From an optimization exercise on the open Yosys and OpenROAD flow, aimed at small area, a short achievable clock period and few clock cycles per item; shortcuts taken in it are not production practice. Only simulation tests tie the RTL to the original design; equivalence was not proved.

==> design.v <==
module SCPU(
    clk,
    rst_n,
    in_valid,
    instruction,
    MEM_out,
    busy,
    out_valid,
    out0,
    out1,
    out2,
    out3,
    out4,
    out5,
    out6,
    out7,
    out8,
    out9,
    out10,
    out11,
    out12,
    out13,
    out14,
    out15,
    WEN,
    ADDR,
    MEM_in
);
input clk, rst_n, in_valid;
input [18:0] instruction;
output busy;
output reg out_valid;
output signed [15:0] out0, out1, out2, out3, out4, out5, out6, out7,
                     out8, out9, out10, out11, out12, out13, out14, out15;
input signed [15:0] MEM_out;
output reg WEN;
output signed [15:0] MEM_in;    
output reg [12:0] ADDR;         
localparam OP_R    = 3'b000;
localparam OP_MULT = 3'b001;
localparam OP_BEQ  = 3'b010;
localparam OP_ADDI = 3'b011;
localparam OP_SUBI = 3'b100;
localparam OP_SW   = 3'b101;
localparam OP_LW   = 3'b110;
localparam OP_SLT  = 3'b111;
reg [255:0] RF;
assign out0  = RF[ 0*16 +: 16]; assign out1  = RF[ 1*16 +: 16];
assign out2  = RF[ 2*16 +: 16]; assign out3  = RF[ 3*16 +: 16];
assign out4  = RF[ 4*16 +: 16]; assign out5  = RF[ 5*16 +: 16];
assign out6  = RF[ 6*16 +: 16]; assign out7  = RF[ 7*16 +: 16];
assign out8  = RF[ 8*16 +: 16]; assign out9  = RF[ 9*16 +: 16];
assign out10 = RF[10*16 +: 16]; assign out11 = RF[11*16 +: 16];
assign out12 = RF[12*16 +: 16]; assign out13 = RF[13*16 +: 16];
assign out14 = RF[14*16 +: 16]; assign out15 = RF[15*16 +: 16];
function wr_l;
    input [2:0] op;
    wr_l = (op != OP_SW);
endfunction
function [3:0] dst_l;
    input [18:0] w;
    case (w[18:16])
        OP_R:                     dst_l = w[7:4];
        OP_MULT, OP_BEQ, OP_SLT:  dst_l = w[3:0];
        default:                  dst_l = w[11:8];
    endcase
endfunction
function wr_d;
    input [2:0] op;
    wr_d = (op == OP_MULT) || (op == OP_BEQ) || (op == OP_SLT);
endfunction
function uses_rt;
    input [2:0] op;
    uses_rt = (op == OP_R) || (op == OP_MULT) || (op == OP_BEQ) ||
              (op == OP_SLT) || (op == OP_SW);
endfunction
function is_mem;
    input [2:0] op;
    is_mem = (op == OP_SW) || (op == OP_LW);
endfunction
function is_slow;
    input [2:0] op;
    is_slow = (op == OP_MULT) || (op == OP_LW);
endfunction
function is_mult;
    input [2:0] op;
    is_mult = (op == OP_MULT);
endfunction
function [31:0] ks_add;
    input [31:0] a, b;
    input        cin;
    reg   [31:0] g, p, p0;
    integer d, i;
    begin
        p0 = a ^ b;
        g  = (a & b) | {31'd0, p0[0] & cin};
        p  = p0;
        for (d = 1; d < 32; d = d * 2) begin
            for (i = 31; i >= d; i = i - 1) begin
                g[i] = g[i] | (p[i] & g[i-d]);
                p[i] = p[i] & p[i-d];
            end
        end
        ks_add = p0 ^ {g[30:0], cin};
    end
endfunction
reg        ir_v;
reg [18:0] ir;
reg [15:0] rs_oh, rt_oh;      
reg  [3:0] h_rs, h_rt;
reg        stall;             
reg        ex_v;
reg        ex_wl, ex_wd;      
reg  [3:0] ex_dl, ex_dd;
reg        ex_mult, ex_load;
reg        ex_sub, ex_and, ex_or, ex_xor, ex_arith, ex_cmp, ex_slt;
reg [15:0] A, B;
reg  [7:0] bk_one, bk_two, bk_neg;    
reg        wb_v;
reg        wb_wl, wb_wd;
reg  [3:0] wb_dl, wb_dd;
reg        wb_mult, wb_load;
reg [15:0] wb_res;
reg [31:0] wb_s, wb_c;        
assign busy   = stall;
assign MEM_in = B;
wire accept = in_valid && !stall;
wire [2:0] ir_op = ir[18:16];
wire [3:0] ir_rs = ir[15:12];
wire [3:0] ir_rt = ir[11:8];
wire [7:0] ir_imm = ir[7:0];
wire [3:0] ir_func = ir[3:0];
wire       ir_wl = ir_v && wr_l(ir_op);
wire       ir_wd = ir_v && wr_d(ir_op);
wire [3:0] ir_dl = dst_l(ir);
wire [3:0] ir_dd = ir[7:4];
wire [15:0] ex_vl;
wire        ex_c;
wire [15:0] ex_vd = {15'd0, ex_c};
wire [31:0] prod = ks_add(wb_s, wb_c, 1'b0);
wire [15:0] wb_ld = wb_load ? MEM_out : wb_res;       
wire [15:0] wb_vl = wb_mult ? prod[15:0] : wb_ld;
wire [15:0] wb_vd = wb_mult ? prod[31:16] : {15'd0, ~wb_res[0]};
wire s_exl_rs = h_rs[3];
wire s_exd_rs = h_rs[2];
wire s_wbl_rs = h_rs[1];
wire s_wbd_rs = h_rs[0];
wire s_exl_rt = h_rt[3];
wire s_exd_rt = h_rt[2];
wire s_wbl_rt = h_rt[1];
wire s_wbd_rt = h_rt[0];
function [15:0] rf_rd;
    input [255:0] rf;
    input [15:0] oh;
    integer k;
    begin
        rf_rd = 16'd0;
        for (k = 0; k < 16; k = k + 1)
            rf_rd = rf_rd | (rf[k*16 +: 16] & {16{oh[k]}});
    end
endfunction
wire [15:0] rf_rs = rf_rd(RF, rs_oh);
wire [15:0] rf_rt = rf_rd(RF, rt_oh);
wire [15:0] slow_rs = rf_rs |
                      ({16{s_wbl_rs & !wb_mult}} & wb_ld) |
                      {15'd0, s_wbd_rs & !wb_mult & ~wb_res[0]};
wire [15:0] slow_rt = rf_rt |
                      ({16{s_wbl_rt & !wb_mult}} & wb_ld) |
                      {15'd0, s_wbd_rt & !wb_mult & ~wb_res[0]};
wire [15:0] val_rs = slow_rs |
                     ({16{s_exl_rs}} & ex_vl) | ({16{s_exd_rs}} & ex_vd) |
                     ({16{s_wbl_rs & wb_mult}} & prod[15:0]) |
                     ({16{s_wbd_rs & wb_mult}} & prod[31:16]);
wire [15:0] val_rt = slow_rt |
                     ({16{s_exl_rt}} & ex_vl) | ({16{s_exd_rt}} & ex_vd) |
                     ({16{s_wbl_rt & wb_mult}} & prod[15:0]) |
                     ({16{s_wbd_rt & wb_mult}} & prod[31:16]);
wire [15:0] adr_rs = rf_rs |
                     ({16{s_wbl_rs}} & wb_res) |
                     {15'd0, s_wbd_rs & ~wb_res[0]};
wire [31:0] adr_sum = ks_add({19'd0, adr_rs[12:0]}, {24'd0, ir_imm}, 1'b0);
wire go = ir_v && !stall;
wire [2:0] in_op = instruction[18:16];
wire [3:0] in_rs = instruction[15:12];
wire [3:0] in_rt = instruction[11:8];
wire [3:0] hn_rs = {ir_wl && ir_dl == in_rs, ir_wd && ir_dd == in_rs,
                    ex_wl && ex_dl == in_rs, ex_wd && ex_dd == in_rs};
wire [3:0] hn_rt = {ir_wl && ir_dl == in_rt, ir_wd && ir_dd == in_rt,
                    ex_wl && ex_dl == in_rt, ex_wd && ex_dd == in_rt};
wire [3:0] hh_rs = {2'b00, h_rs[3:2]};
wire [3:0] hh_rt = {2'b00, h_rt[3:2]};
wire ir_slow = ir_v && is_slow(ir_op);
wire haz_new = ((|hn_rs[3:2]) && (ir_slow || is_mem(in_op))) ||
               ((|hn_rt[3:2]) && ((ir_slow && uses_rt(in_op)) || is_mult(in_op))) ||
               ((|hn_rs[1:0]) && (ex_mult || ex_load) && is_mem(in_op)) ||
               ((|hn_rt[1:0]) && ex_mult && is_mult(in_op));
wire haz_hold = ((|h_rs[3:2]) && (ex_mult || ex_load) && is_mem(ir_op)) ||
                ((|h_rt[3:2]) && ex_mult && is_mult(ir_op));
wire stall_next = stall ? haz_hold : (accept && haz_new);
function [3:0] first_hit;
    input [3:0] h;
    first_hit = h[3] ? 4'b1000 : h[2] ? 4'b0100 : h[1] ? 4'b0010 : {3'b000, h[0]};
endfunction
wire [3:0] h_rs_n = stall ? hh_rs : first_hit(hn_rs);
wire [3:0] h_rt_n = stall ? hh_rt : first_hit(hn_rt);
wire [15:0] Bx  = B ^ {16{ex_sub}};
wire [31:0] sum32 = ks_add({16'd0, A}, {16'd0, Bx}, ex_sub);
wire [15:0] sum = sum32[15:0];
wire        eq  = (A == B);
wire        lt  = (A[15] ^ B[15]) ? A[15] : sum[15];
assign      ex_c = ex_slt ? lt : eq;
assign ex_vl = ({16{ex_and}}   & (A & B)) |
               ({16{ex_or}}    & (A | B)) |
               ({16{ex_xor}}   & (A ^ B)) |
               ({16{ex_arith}} & sum) |
               {15'd0, ex_cmp & ~ex_c};
wire [16:0] bx = {slow_rt, 1'b0};
wire  [7:0] bn_one, bn_two, bn_neg;
genvar gi;
generate
    for (gi = 0; gi < 8; gi = gi + 1) begin : g_booth
        wire [2:0] t = bx[2*gi+2 : 2*gi];
        assign bn_one[gi] = t[1] ^ t[0];
        assign bn_two[gi] = (t[2] & ~t[1] & ~t[0]) | (~t[2] & t[1] & t[0]);
        assign bn_neg[gi] = t[2] & ~(t[1] & t[0]);
    end
endgenerate
wire [16:0] pp0_m = ({17{bk_one[0]}} & {A[15], A}) | ({17{bk_two[0]}} & {A, 1'b0});
wire [16:0] pp0 = pp0_m ^ {17{bk_neg[0]}};
wire [16:0] pp1_m = ({17{bk_one[1]}} & {A[15], A}) | ({17{bk_two[1]}} & {A, 1'b0});
wire [16:0] pp1 = pp1_m ^ {17{bk_neg[1]}};
wire [16:0] pp2_m = ({17{bk_one[2]}} & {A[15], A}) | ({17{bk_two[2]}} & {A, 1'b0});
wire [16:0] pp2 = pp2_m ^ {17{bk_neg[2]}};
wire [16:0] pp3_m = ({17{bk_one[3]}} & {A[15], A}) | ({17{bk_two[3]}} & {A, 1'b0});
wire [16:0] pp3 = pp3_m ^ {17{bk_neg[3]}};
wire [16:0] pp4_m = ({17{bk_one[4]}} & {A[15], A}) | ({17{bk_two[4]}} & {A, 1'b0});
wire [16:0] pp4 = pp4_m ^ {17{bk_neg[4]}};
wire [16:0] pp5_m = ({17{bk_one[5]}} & {A[15], A}) | ({17{bk_two[5]}} & {A, 1'b0});
wire [16:0] pp5 = pp5_m ^ {17{bk_neg[5]}};
wire [16:0] pp6_m = ({17{bk_one[6]}} & {A[15], A}) | ({17{bk_two[6]}} & {A, 1'b0});
wire [16:0] pp6 = pp6_m ^ {17{bk_neg[6]}};
wire [16:0] pp7_m = ({17{bk_one[7]}} & {A[15], A}) | ({17{bk_two[7]}} & {A, 1'b0});
wire [16:0] pp7 = pp7_m ^ {17{bk_neg[7]}};
wire ds0 = pp0[10] ^ pp1[8];
wire dc0 = pp0[10] & pp1[8];
wire ds1 = pp0[11] ^ pp1[9];
wire dc1 = pp0[11] & pp1[9];
wire ds2 = pp0[12] ^ pp1[10] ^ pp2[8];
wire dc2 = (pp0[12] & pp1[10]) | (pp0[12] & pp2[8]) | (pp1[10] & pp2[8]);
wire ds3 = pp3[6] ^ pp4[4];
wire dc3 = pp3[6] & pp4[4];
wire ds4 = pp0[13] ^ pp1[11] ^ pp2[9];
wire dc4 = (pp0[13] & pp1[11]) | (pp0[13] & pp2[9]) | (pp1[11] & pp2[9]);
wire ds5 = pp3[7] ^ pp4[5];
wire dc5 = pp3[7] & pp4[5];
wire ds6 = pp0[14] ^ pp1[12] ^ pp2[10];
wire dc6 = (pp0[14] & pp1[12]) | (pp0[14] & pp2[10]) | (pp1[12] & pp2[10]);
wire ds7 = pp3[8] ^ pp4[6] ^ pp5[4];
wire dc7 = (pp3[8] & pp4[6]) | (pp3[8] & pp5[4]) | (pp4[6] & pp5[4]);
wire ds8 = pp6[2] ^ pp7[0];
wire dc8 = pp6[2] & pp7[0];
wire ds9 = pp0[15] ^ pp1[13] ^ pp2[11];
wire dc9 = (pp0[15] & pp1[13]) | (pp0[15] & pp2[11]) | (pp1[13] & pp2[11]);
wire ds10 = pp3[9] ^ pp4[7] ^ pp5[5];
wire dc10 = (pp3[9] & pp4[7]) | (pp3[9] & pp5[5]) | (pp4[7] & pp5[5]);
wire ds11 = pp6[3] ^ pp7[1];
wire dc11 = pp6[3] & pp7[1];
wire ds12 = pp0[16] ^ pp1[14] ^ pp2[12];
wire dc12 = (pp0[16] & pp1[14]) | (pp0[16] & pp2[12]) | (pp1[14] & pp2[12]);
wire ds13 = pp3[10] ^ pp4[8] ^ pp5[6];
wire dc13 = (pp3[10] & pp4[8]) | (pp3[10] & pp5[6]) | (pp4[8] & pp5[6]);
wire ds14 = pp6[4] ^ pp7[2];
wire dc14 = pp6[4] & pp7[2];
wire ds15 = pp0[16] ^ pp1[15] ^ pp2[13];
wire dc15 = (pp0[16] & pp1[15]) | (pp0[16] & pp2[13]) | (pp1[15] & pp2[13]);
wire ds16 = pp3[11] ^ pp4[9] ^ pp5[7];
wire dc16 = (pp3[11] & pp4[9]) | (pp3[11] & pp5[7]) | (pp4[9] & pp5[7]);
wire ds17 = pp6[5] ^ pp7[3];
wire dc17 = pp6[5] & pp7[3];
wire ds18 = ~pp0[16] ^ ~pp1[16] ^ pp2[14];
wire dc18 = (~pp0[16] & ~pp1[16]) | (~pp0[16] & pp2[14]) | (~pp1[16] & pp2[14]);
wire ds19 = pp3[12] ^ pp4[10] ^ pp5[8];
wire dc19 = (pp3[12] & pp4[10]) | (pp3[12] & pp5[8]) | (pp4[10] & pp5[8]);
wire ds20 = pp6[6] ^ pp7[4];
wire dc20 = pp6[6] & pp7[4];
wire ds21 = 1'b1 ^ pp2[15] ^ pp3[13];
wire dc21 = (1'b1 & pp2[15]) | (1'b1 & pp3[13]) | (pp2[15] & pp3[13]);
wire ds22 = pp4[11] ^ pp5[9] ^ pp6[7];
wire dc22 = (pp4[11] & pp5[9]) | (pp4[11] & pp6[7]) | (pp5[9] & pp6[7]);
wire ds23 = ~pp2[16] ^ pp3[14] ^ pp4[12];
wire dc23 = (~pp2[16] & pp3[14]) | (~pp2[16] & pp4[12]) | (pp3[14] & pp4[12]);
wire ds24 = 1'b1 ^ pp3[15];
wire dc24 = 1'b1 & pp3[15];
wire ds25 = pp0[6] ^ pp1[4];
wire dc25 = pp0[6] & pp1[4];
wire ds26 = pp0[7] ^ pp1[5];
wire dc26 = pp0[7] & pp1[5];
wire ds27 = pp0[8] ^ pp1[6] ^ pp2[4];
wire dc27 = (pp0[8] & pp1[6]) | (pp0[8] & pp2[4]) | (pp1[6] & pp2[4]);
wire ds28 = pp3[2] ^ pp4[0];
wire dc28 = pp3[2] & pp4[0];
wire ds29 = pp0[9] ^ pp1[7] ^ pp2[5];
wire dc29 = (pp0[9] & pp1[7]) | (pp0[9] & pp2[5]) | (pp1[7] & pp2[5]);
wire ds30 = pp3[3] ^ pp4[1];
wire dc30 = pp3[3] & pp4[1];
wire ds31 = pp2[6] ^ pp3[4] ^ pp4[2];
wire dc31 = (pp2[6] & pp3[4]) | (pp2[6] & pp4[2]) | (pp3[4] & pp4[2]);
wire ds32 = pp5[0] ^ bk_neg[5] ^ ds0;
wire dc32 = (pp5[0] & bk_neg[5]) | (pp5[0] & ds0) | (bk_neg[5] & ds0);
wire ds33 = pp2[7] ^ pp3[5] ^ pp4[3];
wire dc33 = (pp2[7] & pp3[5]) | (pp2[7] & pp4[3]) | (pp3[5] & pp4[3]);
wire ds34 = pp5[1] ^ ds1 ^ dc0;
wire dc34 = (pp5[1] & ds1) | (pp5[1] & dc0) | (ds1 & dc0);
wire ds35 = pp5[2] ^ pp6[0] ^ bk_neg[6];
wire dc35 = (pp5[2] & pp6[0]) | (pp5[2] & bk_neg[6]) | (pp6[0] & bk_neg[6]);
wire ds36 = ds2 ^ ds3 ^ dc1;
wire dc36 = (ds2 & ds3) | (ds2 & dc1) | (ds3 & dc1);
wire ds37 = pp5[3] ^ pp6[1] ^ ds4;
wire dc37 = (pp5[3] & pp6[1]) | (pp5[3] & ds4) | (pp6[1] & ds4);
wire ds38 = ds5 ^ dc2 ^ dc3;
wire dc38 = (ds5 & dc2) | (ds5 & dc3) | (dc2 & dc3);
wire ds39 = bk_neg[7] ^ ds6 ^ ds7;
wire dc39 = (bk_neg[7] & ds6) | (bk_neg[7] & ds7) | (ds6 & ds7);
wire ds40 = ds8 ^ dc4 ^ dc5;
wire dc40 = (ds8 & dc4) | (ds8 & dc5) | (dc4 & dc5);
wire ds41 = ds9 ^ ds10 ^ ds11;
wire dc41 = (ds9 & ds10) | (ds9 & ds11) | (ds10 & ds11);
wire ds42 = dc6 ^ dc7 ^ dc8;
wire dc42 = (dc6 & dc7) | (dc6 & dc8) | (dc7 & dc8);
wire ds43 = ds12 ^ ds13 ^ ds14;
wire dc43 = (ds12 & ds13) | (ds12 & ds14) | (ds13 & ds14);
wire ds44 = dc9 ^ dc10 ^ dc11;
wire dc44 = (dc9 & dc10) | (dc9 & dc11) | (dc10 & dc11);
wire ds45 = ds15 ^ ds16 ^ ds17;
wire dc45 = (ds15 & ds16) | (ds15 & ds17) | (ds16 & ds17);
wire ds46 = dc12 ^ dc13 ^ dc14;
wire dc46 = (dc12 & dc13) | (dc12 & dc14) | (dc13 & dc14);
wire ds47 = ds18 ^ ds19 ^ ds20;
wire dc47 = (ds18 & ds19) | (ds18 & ds20) | (ds19 & ds20);
wire ds48 = dc15 ^ dc16 ^ dc17;
wire dc48 = (dc15 & dc16) | (dc15 & dc17) | (dc16 & dc17);
wire ds49 = pp7[5] ^ ds21 ^ ds22;
wire dc49 = (pp7[5] & ds21) | (pp7[5] & ds22) | (ds21 & ds22);
wire ds50 = dc18 ^ dc19 ^ dc20;
wire dc50 = (dc18 & dc19) | (dc18 & dc20) | (dc19 & dc20);
wire ds51 = pp5[10] ^ pp6[8] ^ pp7[6];
wire dc51 = (pp5[10] & pp6[8]) | (pp5[10] & pp7[6]) | (pp6[8] & pp7[6]);
wire ds52 = ds23 ^ dc21 ^ dc22;
wire dc52 = (ds23 & dc21) | (ds23 & dc22) | (dc21 & dc22);
wire ds53 = pp4[13] ^ pp5[11] ^ pp6[9];
wire dc53 = (pp4[13] & pp5[11]) | (pp4[13] & pp6[9]) | (pp5[11] & pp6[9]);
wire ds54 = pp7[7] ^ ds24 ^ dc23;
wire dc54 = (pp7[7] & ds24) | (pp7[7] & dc23) | (ds24 & dc23);
wire ds55 = ~pp3[16] ^ pp4[14] ^ pp5[12];
wire dc55 = (~pp3[16] & pp4[14]) | (~pp3[16] & pp5[12]) | (pp4[14] & pp5[12]);
wire ds56 = pp6[10] ^ pp7[8] ^ dc24;
wire dc56 = (pp6[10] & pp7[8]) | (pp6[10] & dc24) | (pp7[8] & dc24);
wire ds57 = 1'b1 ^ pp4[15] ^ pp5[13];
wire dc57 = (1'b1 & pp4[15]) | (1'b1 & pp5[13]) | (pp4[15] & pp5[13]);
wire ds58 = pp6[11] ^ pp7[9];
wire dc58 = pp6[11] & pp7[9];
wire ds59 = ~pp4[16] ^ pp5[14] ^ pp6[12];
wire dc59 = (~pp4[16] & pp5[14]) | (~pp4[16] & pp6[12]) | (pp5[14] & pp6[12]);
wire ds60 = 1'b1 ^ pp5[15];
wire dc60 = 1'b1 & pp5[15];
wire ds61 = pp0[4] ^ pp1[2];
wire dc61 = pp0[4] & pp1[2];
wire ds62 = pp0[5] ^ pp1[3];
wire dc62 = pp0[5] & pp1[3];
wire ds63 = pp2[2] ^ pp3[0] ^ bk_neg[3];
wire dc63 = (pp2[2] & pp3[0]) | (pp2[2] & bk_neg[3]) | (pp3[0] & bk_neg[3]);
wire ds64 = pp2[3] ^ pp3[1] ^ ds26;
wire dc64 = (pp2[3] & pp3[1]) | (pp2[3] & ds26) | (pp3[1] & ds26);
wire ds65 = bk_neg[4] ^ ds27 ^ ds28;
wire dc65 = (bk_neg[4] & ds27) | (bk_neg[4] & ds28) | (ds27 & ds28);
wire ds66 = ds29 ^ ds30 ^ dc27;
wire dc66 = (ds29 & ds30) | (ds29 & dc27) | (ds30 & dc27);
wire ds67 = ds31 ^ ds32 ^ dc29;
wire dc67 = (ds31 & ds32) | (ds31 & dc29) | (ds32 & dc29);
wire ds68 = ds33 ^ ds34 ^ dc31;
wire dc68 = (ds33 & ds34) | (ds33 & dc31) | (ds34 & dc31);
wire ds69 = ds35 ^ ds36 ^ dc33;
wire dc69 = (ds35 & ds36) | (ds35 & dc33) | (ds36 & dc33);
wire ds70 = ds37 ^ ds38 ^ dc35;
wire dc70 = (ds37 & ds38) | (ds37 & dc35) | (ds38 & dc35);
wire ds71 = ds39 ^ ds40 ^ dc37;
wire dc71 = (ds39 & ds40) | (ds39 & dc37) | (ds40 & dc37);
wire ds72 = ds41 ^ ds42 ^ dc39;
wire dc72 = (ds41 & ds42) | (ds41 & dc39) | (ds42 & dc39);
wire ds73 = ds43 ^ ds44 ^ dc41;
wire dc73 = (ds43 & ds44) | (ds43 & dc41) | (ds44 & dc41);
wire ds74 = ds45 ^ ds46 ^ dc43;
wire dc74 = (ds45 & ds46) | (ds45 & dc43) | (ds46 & dc43);
wire ds75 = ds47 ^ ds48 ^ dc45;
wire dc75 = (ds47 & ds48) | (ds47 & dc45) | (ds48 & dc45);
wire ds76 = ds49 ^ ds50 ^ dc47;
wire dc76 = (ds49 & ds50) | (ds49 & dc47) | (ds50 & dc47);
wire ds77 = ds51 ^ ds52 ^ dc49;
wire dc77 = (ds51 & ds52) | (ds51 & dc49) | (ds52 & dc49);
wire ds78 = ds53 ^ ds54 ^ dc51;
wire dc78 = (ds53 & ds54) | (ds53 & dc51) | (ds54 & dc51);
wire ds79 = ds55 ^ ds56 ^ dc53;
wire dc79 = (ds55 & ds56) | (ds55 & dc53) | (ds56 & dc53);
wire ds80 = ds57 ^ ds58 ^ dc55;
wire dc80 = (ds57 & ds58) | (ds57 & dc55) | (ds58 & dc55);
wire ds81 = pp7[10] ^ ds59 ^ dc57;
wire dc81 = (pp7[10] & ds59) | (pp7[10] & dc57) | (ds59 & dc57);
wire ds82 = pp6[13] ^ pp7[11] ^ ds60;
wire dc82 = (pp6[13] & pp7[11]) | (pp6[13] & ds60) | (pp7[11] & ds60);
wire ds83 = ~pp5[16] ^ pp6[14] ^ pp7[12];
wire dc83 = (~pp5[16] & pp6[14]) | (~pp5[16] & pp7[12]) | (pp6[14] & pp7[12]);
wire ds84 = 1'b1 ^ pp6[15];
wire dc84 = 1'b1 & pp6[15];
wire ds85 = pp0[2] ^ pp1[0];
wire dc85 = pp0[2] & pp1[0];
wire ds86 = pp0[3] ^ pp1[1];
wire dc86 = pp0[3] & pp1[1];
wire ds87 = pp2[0] ^ bk_neg[2] ^ ds61;
wire dc87 = (pp2[0] & bk_neg[2]) | (pp2[0] & ds61) | (bk_neg[2] & ds61);
wire ds88 = pp2[1] ^ ds62 ^ dc61;
wire dc88 = (pp2[1] & ds62) | (pp2[1] & dc61) | (ds62 & dc61);
wire ds89 = ds25 ^ ds63 ^ dc62;
wire dc89 = (ds25 & ds63) | (ds25 & dc62) | (ds63 & dc62);
wire ds90 = dc25 ^ ds64 ^ dc63;
wire dc90 = (dc25 & ds64) | (dc25 & dc63) | (ds64 & dc63);
wire ds91 = dc26 ^ ds65 ^ dc64;
wire dc91 = (dc26 & ds65) | (dc26 & dc64) | (ds65 & dc64);
wire ds92 = dc28 ^ ds66 ^ dc65;
wire dc92 = (dc28 & ds66) | (dc28 & dc65) | (ds66 & dc65);
wire ds93 = dc30 ^ ds67 ^ dc66;
wire dc93 = (dc30 & ds67) | (dc30 & dc66) | (ds67 & dc66);
wire ds94 = dc32 ^ ds68 ^ dc67;
wire dc94 = (dc32 & ds68) | (dc32 & dc67) | (ds68 & dc67);
wire ds95 = dc34 ^ ds69 ^ dc68;
wire dc95 = (dc34 & ds69) | (dc34 & dc68) | (ds69 & dc68);
wire ds96 = dc36 ^ ds70 ^ dc69;
wire dc96 = (dc36 & ds70) | (dc36 & dc69) | (ds70 & dc69);
wire ds97 = dc38 ^ ds71 ^ dc70;
wire dc97 = (dc38 & ds71) | (dc38 & dc70) | (ds71 & dc70);
wire ds98 = dc40 ^ ds72 ^ dc71;
wire dc98 = (dc40 & ds72) | (dc40 & dc71) | (ds72 & dc71);
wire ds99 = dc42 ^ ds73 ^ dc72;
wire dc99 = (dc42 & ds73) | (dc42 & dc72) | (ds73 & dc72);
wire ds100 = dc44 ^ ds74 ^ dc73;
wire dc100 = (dc44 & ds74) | (dc44 & dc73) | (ds74 & dc73);
wire ds101 = dc46 ^ ds75 ^ dc74;
wire dc101 = (dc46 & ds75) | (dc46 & dc74) | (ds75 & dc74);
wire ds102 = dc48 ^ ds76 ^ dc75;
wire dc102 = (dc48 & ds76) | (dc48 & dc75) | (ds76 & dc75);
wire ds103 = dc50 ^ ds77 ^ dc76;
wire dc103 = (dc50 & ds77) | (dc50 & dc76) | (ds77 & dc76);
wire ds104 = dc52 ^ ds78 ^ dc77;
wire dc104 = (dc52 & ds78) | (dc52 & dc77) | (ds78 & dc77);
wire ds105 = dc54 ^ ds79 ^ dc78;
wire dc105 = (dc54 & ds79) | (dc54 & dc78) | (ds79 & dc78);
wire ds106 = dc56 ^ ds80 ^ dc79;
wire dc106 = (dc56 & ds80) | (dc56 & dc79) | (ds80 & dc79);
wire ds107 = dc58 ^ ds81 ^ dc80;
wire dc107 = (dc58 & ds81) | (dc58 & dc80) | (ds81 & dc80);
wire ds108 = dc59 ^ ds82 ^ dc81;
wire dc108 = (dc59 & ds82) | (dc59 & dc81) | (ds82 & dc81);
wire ds109 = dc60 ^ ds83 ^ dc82;
wire dc109 = (dc60 & ds83) | (dc60 & dc82) | (ds83 & dc82);
wire ds110 = pp7[13] ^ ds84 ^ dc83;
wire dc110 = (pp7[13] & ds84) | (pp7[13] & dc83) | (ds84 & dc83);
wire ds111 = ~pp6[16] ^ pp7[14] ^ dc84;
wire dc111 = (~pp6[16] & pp7[14]) | (~pp6[16] & dc84) | (pp7[14] & dc84);
wire ds112 = 1'b1 ^ pp7[15];
wire dc112 = 1'b1 & pp7[15];
wire [31:0] mt_s = {1'b1, ~pp7[16], ds112, ds111, ds110, ds109, ds108, ds107, ds106, ds105, ds104, ds103, ds102, ds101, ds100, ds99, ds98, ds97, ds96, ds95, ds94, ds93, ds92, ds91, ds90, ds89, ds88, ds87, ds86, bk_neg[1], pp0[1], pp0[0]};
wire [31:0] mt_c = {1'b0, dc112, dc111, dc110, dc109, dc108, dc107, dc106, dc105, dc104, dc103, dc102, dc101, dc100, dc99, dc98, dc97, dc96, dc95, dc94, dc93, dc92, dc91, dc90, dc89, dc88, dc87, dc86, dc85, ds85, 1'b0, bk_neg[0]};
function [15:0] onehot;
    input [3:0] idx;
    onehot = 16'd1 << idx;
endfunction
always @(posedge clk or negedge rst_n) begin
    if (!rst_n) begin
        ir_v      <= 1'b0;
        stall     <= 1'b0;
        ex_v      <= 1'b0;
        ex_wl     <= 1'b0;
        ex_wd     <= 1'b0;
        wb_v      <= 1'b0;
        wb_wl     <= 1'b0;
        wb_wd     <= 1'b0;
        out_valid <= 1'b0;
        WEN       <= 1'b1;
    end
    else begin
        if (accept)      ir_v <= 1'b1;
        else if (!stall) ir_v <= 1'b0;
        stall     <= stall_next;
        ex_v      <= go;
        ex_wl     <= go && ir_wl;
        ex_wd     <= go && ir_wd;
        wb_v      <= ex_v;
        wb_wl     <= ex_wl;
        wb_wd     <= ex_wd;
        out_valid <= wb_v;
        WEN       <= !(go && ir_op == OP_SW);
    end
end
always @(posedge clk) begin
    if (!stall) ir <= instruction;
    rs_oh <= onehot(stall ? ir_rs : in_rs) & {16{~|h_rs_n}};
    rt_oh <= onehot(stall ? ir_rt : in_rt) & {16{~|h_rt_n}};
    h_rs  <= h_rs_n;
    h_rt  <= h_rt_n;
    ex_dl    <= ir_dl;
    ex_dd    <= ir_dd;
    ex_mult  <= ir_op == OP_MULT;
    ex_load  <= ir_op == OP_LW;
    ex_sub   <= ir_op == OP_SUBI || ir_op == OP_BEQ || ir_op == OP_SLT ||
                (ir_op == OP_R && ir_func == 4'd4);
    ex_and   <= ir_op == OP_R && ir_func == 4'd0;
    ex_or    <= ir_op == OP_R && ir_func == 4'd1;
    ex_xor   <= ir_op == OP_R && ir_func == 4'd2;
    ex_arith <= ir_op == OP_ADDI || ir_op == OP_SUBI ||
                (ir_op == OP_R && (ir_func == 4'd3 || ir_func == 4'd4));
    ex_cmp   <= ir_op == OP_BEQ || ir_op == OP_SLT;
    ex_slt   <= ir_op == OP_SLT;
    A        <= val_rs;
    B        <= (ir_op == OP_ADDI || ir_op == OP_SUBI) ?
                {{8{ir_imm[7]}}, ir_imm} : val_rt;
    bk_one   <= bn_one;
    bk_two   <= bn_two;
    bk_neg   <= bn_neg;
    ADDR     <= adr_sum[12:0];
    wb_dl    <= ex_dl;
    wb_dd    <= ex_dd;
    wb_mult  <= ex_mult;
    wb_load  <= ex_load;
    wb_res   <= ex_vl;
    wb_s     <= mt_s;
    wb_c     <= mt_c;
end
genvar gr;
generate
    for (gr = 0; gr < 16; gr = gr + 1) begin : g_rf
        always @(posedge clk or negedge rst_n) begin
            if (!rst_n)
                RF[gr*16 +: 16] <= 16'd0;
            else if (wb_wl && wb_dl == gr)
                RF[gr*16 +: 16] <= wb_vl;
            else if (wb_wd && wb_dd == gr)
                RF[gr*16 +: 16] <= wb_vd;
        end
    end
endgenerate
endmodule
==> flow/run.sh <==
#!/bin/bash
# Standard ORFS layout (the standard.sh), with the port buffers taken from
# the plain buffer family (buf_1) so that the resizer may size them freely.
set -euo pipefail
bash standard.sh "BUFFER_PORTS_ARGS=-buffer_cell sky130_fd_sc_hd__buf_1" finish > orfs_make.log 2>&1
==> standard.sh <==
#!/bin/bash
# synth_recipe.tcl (not shown) runs the flow's synth.tcl, then flattens the netlist and writes it again
# the make line also repeats each setting of config.mk as NAME=value (left out here)
make -C /OpenROAD-flow-scripts/flow DESIGN_CONFIG=/design/flow/config.mk WORK_HOME=/design/flow/orfs CLKGATE_MAP_FILE= SYNTH_SCRIPT=/design/flow/synth_recipe.tcl "${@:-finish}"
==> config.mk <==
export PLATFORM = sky130hd
export DESIGN_NAME = SCPU
export DESIGN_NICKNAME = SCPU
export VERILOG_FILES = /design/flow/design.v
export SDC_FILE = /design/flow/constraint.sdc
export NUM_CORES = 4
export LEC_CHECK = 0
export CAP_MARGIN = 40
export CORE_MARGIN = 2
export CORE_UTILIZATION = 55
export CTS_CLUSTER_DIAMETER = 80
export CTS_CLUSTER_SIZE = 24
export SETUP_SLACK_MARGIN = 4.45
export SLEW_MARGIN = 40
==> constraint.sdc <==
create_clock -name core_clock -period 7.5 [get_ports {clk}]
set_input_delay 1.5000 -clock core_clock [delete_from_list [all_inputs] [get_ports {clk}]]
set_output_delay 1.5000 -clock core_clock [all_outputs]
set_load 0.01 [all_outputs]
==> run notes, run 1 <==
sequential cell area fraction in the yosys report=0.370; hold_ws=0.357 ns; Area contributors post-synth=dfrtp_1 (21%), dfxtp_1 (14%), a22oi_1 (9.0%); Initial Utilization=0.553; Total Nets Final=4018; post-route clock period utilization=0.435; most frequent cells after synthesis=a22oi_1 (374), nor2_1 (287), clkbuf_1 (280); crit path DAT=3.82 ns; Slowest cell on crit path=a221o_1; Req. time, crit path=8.06 ns; largest area contributor in the netlist=dfrtp_1; die height=242 microns; IO Pins=326; met3 WL=22200 microns; R2R cell count=13; share of layout cells above drive strength 1=0.190; final wirelength=155000 microns; # port buffers=325; Die X=242 microns; startpoint types=register; Final GP Congestion=1.07; Via density=7.37; initial antenna violation count=6; clock latency (worst-skew pair)=0.67 ns; #FFs+latches synth=498; dpl hpwl=105000 microns; Synth top area share=0.213; CTS H-tree depth=1; Clock Path Buffers=3; first-pass GRT wire length=215000 microns; end of the critical path=RF[244]; DR iter-0 viols=5164; TritonCTS clock tree=yes; die area=58400 sq um; crit-path max FO=5; Yosys cell types=90; final hold vios=0; worst min path class=register to register; WP buf/inv=2; CP Cell Sequence=ha_4, ha_4, a211oi_4, o211ai_1, a221oi_4, buf_6, o21bai_4, a221o_1, a21oi_4, xnor2_4, nand2_2, buf_8, o31ai_2; CP Depth=13; clk_skew=0.0537 ns; fin crit period=3.26 ns; CTS buffer count=31; Final Instance Area=38100 sq um; RSZ-0062 raised after global routing=yes; met2 routed WL=65700 microns; Placed Cells=4328; Reg2Reg Capture Point=RF[244]; clk root buf=clkbuf_16; Slew Viols, Final=0; Detail Route Antenna Nets=0; syn nets=3682; via count=33600; Finished Layout Cells=4562; max_slew headroom=0.306; Ys Warns=1; wl on met1=53300 microns; DRT Pass-1 Iters=9; Avg Inst Size Synth=9.02 sq um; most frequent cell after synthesis=a22oi_1; status=timing/DRC/antenna clean; row count=87; Crit path max-delay family=compound AO/OA/AOI/OAI gates; Area growth, synth to finish=22.6%; Critical path origin=wb_s[0]; fraction of synthesis flops using an asynchronous set or reset pin=0.534; GRT Resource Usage Total=0.494; core area=56200 sq um; WL/cell=33.9 microns; critical path type=register to register; Tightest Pin Transition=1.04 ns; mapped cell area=31100 sq um; Primary FF master, synth=dfrtp_1; Mapped Cells=3444; number of flops mapped to enable cells by yosys=19; most frequent CP cell=ha_4; setup_tns=0 ns; register-to-register setup slack=4.24 ns; Setup violations, final=0; grt total ovfl=0; Clock Sinks=498; Worst-path clk slew=0.10 ns; largest net degree at the start of global routing=156; Remaining DRCs=0; reg-to-reg critical path startpoint=wb_s[0]; uppermost layer routed=met5; MaxCap Viol Count=0; fmax=0.306 GHz; Area after DPL=33100 sq um; Worst setup EP type=register; Max stage delay on crit path=0.41 ns; number of global-route vias before repair=31500
[cell type report]
| cell class | count | area, sq um |
|---|---|---|
| diodes | 1 | 2.50 |
| clock buffers | 41 | 876 |
| clock inverters | 17 | 211 |
| fillers | 4429 | 18100 |
| inverters | 155 | 583 |
| multi-input cells | 2489 | 19800 |
| flip-flops and latches | 498 | 11600 |
| well taps | 756 | 946 |
| repair buffers | 605 | 4060 |
[flip-flops by register name, indices dropped and copies added, names as in the netlist, 4 cells and up]
register and flops:
wb_dd 4, wb_c 30, wb_dl 4, ADDR 13, rt_oh 16, B 16
ex_dl 4, bk_neg 8, bk_one 8, ir 19, h_rt 4, wb_s 31
ex_dd 4, rs_oh 16, RF 256, wb_res 16, h_rs 4, A 16
bk_two 8
[cell usage in the layout (no fill, tap or decap), types with 77 or more instances in the layout]
master      n
a22oi_1   332
buf_1     323
nor2_1    264
dfrtp_1   262
nand2_1   260
a21oi_1   210
buf_4     199
dfxtp_1   177
inv_1     143
xor2_1    122
a221oi_1   95
xnor2_1    93
ha_1       85
o21ai_0    81
nand3_1    78
fa_1       77
[worst reg2reg max path, delay by kind of cell (launching register included)]
kind | cells | cell delay [ns]
AOI/OAI and AO/OA | 7 | 1.77
adders and majority gates | 2 | 0.34
DFF | 1 | 0.34
xor gates and xnor gates | 1 | 0.25
and+or+nand+nor | 1 | 0.14
buffers and inverters | 2 | 0.34
[how the worst min path moves through the flow]
stage,cells after the start,end,slack (ns),startpoint
2_1_floorplan,0,wb_c[0],0.33,bk_neg[0]
3_3_place_gp,0,out_valid,0.33,wb_v
3_5_place_dp,0,wb_v,0.34,ex_v
4_1_cts,0,wb_v,0.36,ex_v
5_1_grt,0,wb_v,0.37,ex_v
6_report,0,wb_v,0.36,ex_v
[layer usage]
| metal | track usage | vias to the layer above |
|---|---|---|
| li1 | - | 13300 |
| met2 | 0.739 | 3134 |
| met3 | 0.151 | 896 |
| met5 | 0 | - |
| met1 | 0.628 | 16200 |
| met4 | 0.299 | 10 |
[through the flow]
step / worst slack, ns / util
after floorplan: 4.41 / -
after global placement: 3.65 / 0.587
after detailed placement: 3.61 / 0.589
after CTS: 4.37 / 0.644
after global routing: 4.17 / 0.678
final: 4.24 / 0.678
[cell families after synthesis]
| family | synth area share |
|---|---|
| AOI/OAI and AO/OA | 0.266 |
| xor gates and xnor gates | 0.0683 |
| adders and majority gates | 0.102 |
| buffers and inverters | 0.0567 |
| DFF | 0.370 |
| muxes | 0.0176 |
| and+or+nand+nor | 0.120 |
[repair_timing]
item                                    4_1_cts  5_1_grt
hold buffers                                  0        0
gates cloned                                  5        8
setup buffers                               109       50
pin swaps                                    89      142
endpoints found under the setup margin      275      226
endpoints found under the hold margin         0        0
gates resized for setup                     235      223
Testbench counts, summed over its fixed seeds: cycles 17,116, instructions 16,000.
==> inputs of run 2 (changes only) <==
--- a/config.mk
+++ b/config.mk
@@ -7,8 +7,8 @@
 export LEC_CHECK = 0
 export CAP_MARGIN = 40
 export CORE_MARGIN = 2
-export CORE_UTILIZATION = 55
+export CORE_UTILIZATION = 62
 export CTS_CLUSTER_DIAMETER = 80
 export CTS_CLUSTER_SIZE = 24
-export SETUP_SLACK_MARGIN = 4.45
+export SETUP_SLACK_MARGIN = 4.3
 export SLEW_MARGIN = 40
==> run 2 against run 1 <==
Compared with the run above:
- still clean on timing, DRC and antenna
- global-route usage rose by 3.9 points
- flip-flop and latch count did not move
- via count rose by 0.43%
- design area shrank 6.0%
- utilization increased by 4.0 points
- register-to-register slack got worse by 0.02 ns
- largest cell class unchanged
- highest routed layer unchanged
==> run notes, run 2 <==
status=timing/DRC/antenna clean; Setup violations, final=0; Req. time, crit path=8.08 ns; clk_skew=0.0380 ns; core area=49900 sq um; Remaining DRCs=0; initial antenna violation count=3; Top reg by flops=RF; IO Pins=326; Ys Warns=1; met3 WL=23500 microns; Crit path max-delay family=compound AO/OA/AOI/OAI gates; number of global-route vias before repair=31600; CP Cell Sequence=buf_4, a22oi_1, nand4_1, nor2_4, nand2_2, ha_1, a21o_1, a21o_1, a21oi_2, nor2_1, o21ai_1, a21boi_1, o21a_1, o2111ai_2, xnor2_1; Yosys cell types=90; largest area contributor in the netlist=dfrtp_1; sequential cell area fraction in the yosys report=0.370; Area growth, synth to finish=15.2%; via count=33700; fraction of synthesis flops using an asynchronous set or reset pin=0.534; clk root buf=clkbuf_16; post-synthesis mux area share=0.0176; worst hold path depth=0; met2 routed WL=60300 microns; fmax=0.304 GHz; Synth top area share=0.213; Slowest cell on crit path=nor2_4; Final WS setup=4.22 ns; worst slack at placement=3.66 ns; die height=228 microns; largest family of logic cells by synthesized area=compound AO/OA/AOI/OAI gates; final hold vios=0; Mapped Cells=3444; Final GP Congestion=1.06; startpoint types=register; largest net degree at the start of global routing=127; reg-to-reg critical path startpoint=rs_oh[2]; wl on met1=48400 microns; register-to-register setup slack=4.22 ns; Worst setup EP type=register; TritonCTS clock tree=yes; Slew Viols, Final=0; Area contributors post-synth=dfrtp_1 (21%), dfxtp_1 (14%), a22oi_1 (9.0%); Top Registers=RF (256), wb_s (31), wb_c (30); RSZ-0062 raised after global routing=yes; Via density=7.69; WP buf/inv=1; syn nets=3682; most common cell after layout, fill and taps aside=a22oi_1; CTS H-tree depth=1; Post-Synth Adder-Cell Area=0.102; Largest register FFs=256; most frequent cells after synthesis=a22oi_1 (374), nor2_1 (287), clkbuf_1 (280); Die X=228 microns; CTS Hold Bufs=0; Final Instance Area=35800 sq um; critical path type=register to register; Finished Layout Cells=4391; grt total ovfl=0; Fillers=3627; MaxCap Viol Count=0; fin crit period=3.28 ns; most frequent CP cell=a21o_1; Max stage delay on crit path=0.32 ns; DRT Pass-1 Iters=11; clock latency (worst-skew pair)=0.65 ns; final wirelength=148000 microns; Synth Area in XOR/XNOR=0.0683; number of flops mapped to enable cells by yosys=19; post-route clock period utilization=0.438; hold_ws=0.371 ns; post-synthesis simple-gate area fraction=0.120; Reg2Reg Capture Point=ADDR[11]; uppermost layer routed=met5; share of layout cells above drive strength 1=0.127; Avg Inst Size Synth=9.02 sq um; #FFs+latches synth=498; mapped cell area=31100 sq um; Detail Route Antenna Nets=0; # port buffers=325; CTS buffer count=29; Worst-path clk slew=0.09 ns; Tightest Pin Transition=0.931 ns; most frequent cell after synthesis=a22oi_1; Primary FF master, synth=dfrtp_1; GRT Resource Usage Total=0.533; Area after DPL=33000 sq um; WL/cell=33.6 microns; CP Depth=15; Worst Hold Path EP=wb_v; Clock Sinks=498; Clock Path Buffers=3; Hold Crit Start=ex_v; crit-path max FO=16; setup_tns=0 ns; DR iter-0 viols=6557; Placed Cells=4246; row count=82; most frequent cells in the layout=a22oi_1 (358), buf_1 (323), nor2_1 (275); Total Nets Final=3932; die area=51900 sq um; first-pass GRT wire length=208000 microns; dpl hpwl=103000 microns; crit path DAT=3.86 ns; R2R cell count=15; max_slew headroom=0.378; Initial Utilization=0.623; worst min path class=register to register; Compound-Gate Fraction of Synth Area=0.266
[run 2: changes by cell type in the layout (fill, tap and decap cells not counted), moves of 18 or more]
cell	before	now
ha_4	23	5
buf_4	199	155
a22oi_2	42	16
buf_6	35	15
a22oi_1	332	358
a221oi_1	95	149
a221oi_2	72	18
[run 2: layout make-up]
type / count / area, sq um / share of cell area
diodes: 2 / 5.00 / 0.000140
clock buffers: 41 / 855 / 0.0239
clock inverters: 13 / 149 / 0.00416
inverters: 155 / 584 / 0.0163
multi-input cells: 2486 / 18700 / 0.522
flip-flops and latches: 498 / 11600 / 0.323
well taps: 672 / 841 / 0.0235
repair buffers: 524 / 3110 / 0.0870
[run 2: how the worst max path moves through the flow]
stage / start / endpoint / slack, ns
floorplan: bk_two[3] / wb_s[14] / 4.30
global placement: rs_oh[1] / ADDR[11] / 3.85
detailed placement: wb_mult / bk_two[6] / 3.66
CTS: ex_sub / B[15] / 4.28
global route: A[11] / wb_s[20] / 4.15
finish: rs_oh[2] / ADDR[11] / 4.22
[run 2: cells by family after synthesis]
group / count (synthesis)
xor gates and xnor gates: 238
and+or+nand+nor: 829
muxes: 53
buffers and inverters: 460
adders and majority gates: 200
DFF: 498
AOI/OAI and AO/OA: 1166
[run 2: metrics by stage]
step | util
after floorplan | -
after global placement | 0.659
after detailed placement | 0.662
after CTS | 0.695
after global routing | 0.718
final | 0.718
[run 2: layer usage]
metal  global-route usage  vias up
li1                     -    13100
met1                0.672    15900
met2                0.772     3565
met3                0.176     1154
met4                0.377        2
met5                    0        -
[run 2: timing repair]
action                                  4_1_cts  5_1_grt
pin swaps                                    25       62
gates cloned                                  0        2
endpoints found under the setup margin      200      253
gates resized for setup                      86      147
setup buffers                                35       51

-- re-timing with driven ports --
How much do the figures lean on ideal ports? The routed layouts below were timed once more, with nothing changed but the port constraints. Step 1 (the two cells are an assumption about what drives the block):
set clk [get_ports {clk}]
set_driving_cell -lib_cell sky130_fd_sc_hd__clkbuf_16 $clk
set_driving_cell -lib_cell sky130_fd_sc_hd__buf_2 [delete_from_list [all_inputs] $clk]
Step 2 moves the port delays by t, midway between the first and last clock arrival at a register: inputs arrive t later, outputs are due t later. That takes back most of the time a late clock gives input paths. Three values: ideal, step 1, step 2; two values: the first two.
run	t, ns	slack for setup (ns)	worst hold slack (ns)	worst setup path after step 2	pins driven straight from the clock port
run 1	0.708	4.235 / 4.235 / 3.792	0.357 / 0.357 / 0.357	input to register	1
run 2	0.699	4.215 / 4.215 / 3.975	0.371 / 0.371 / 0.371	input to register	1
After both steps setup and hold are still met in every run listed. For run 1, which loses most, drivers alone change the setup slack by 0.000 ns; drivers and shift together by -0.443 ns.
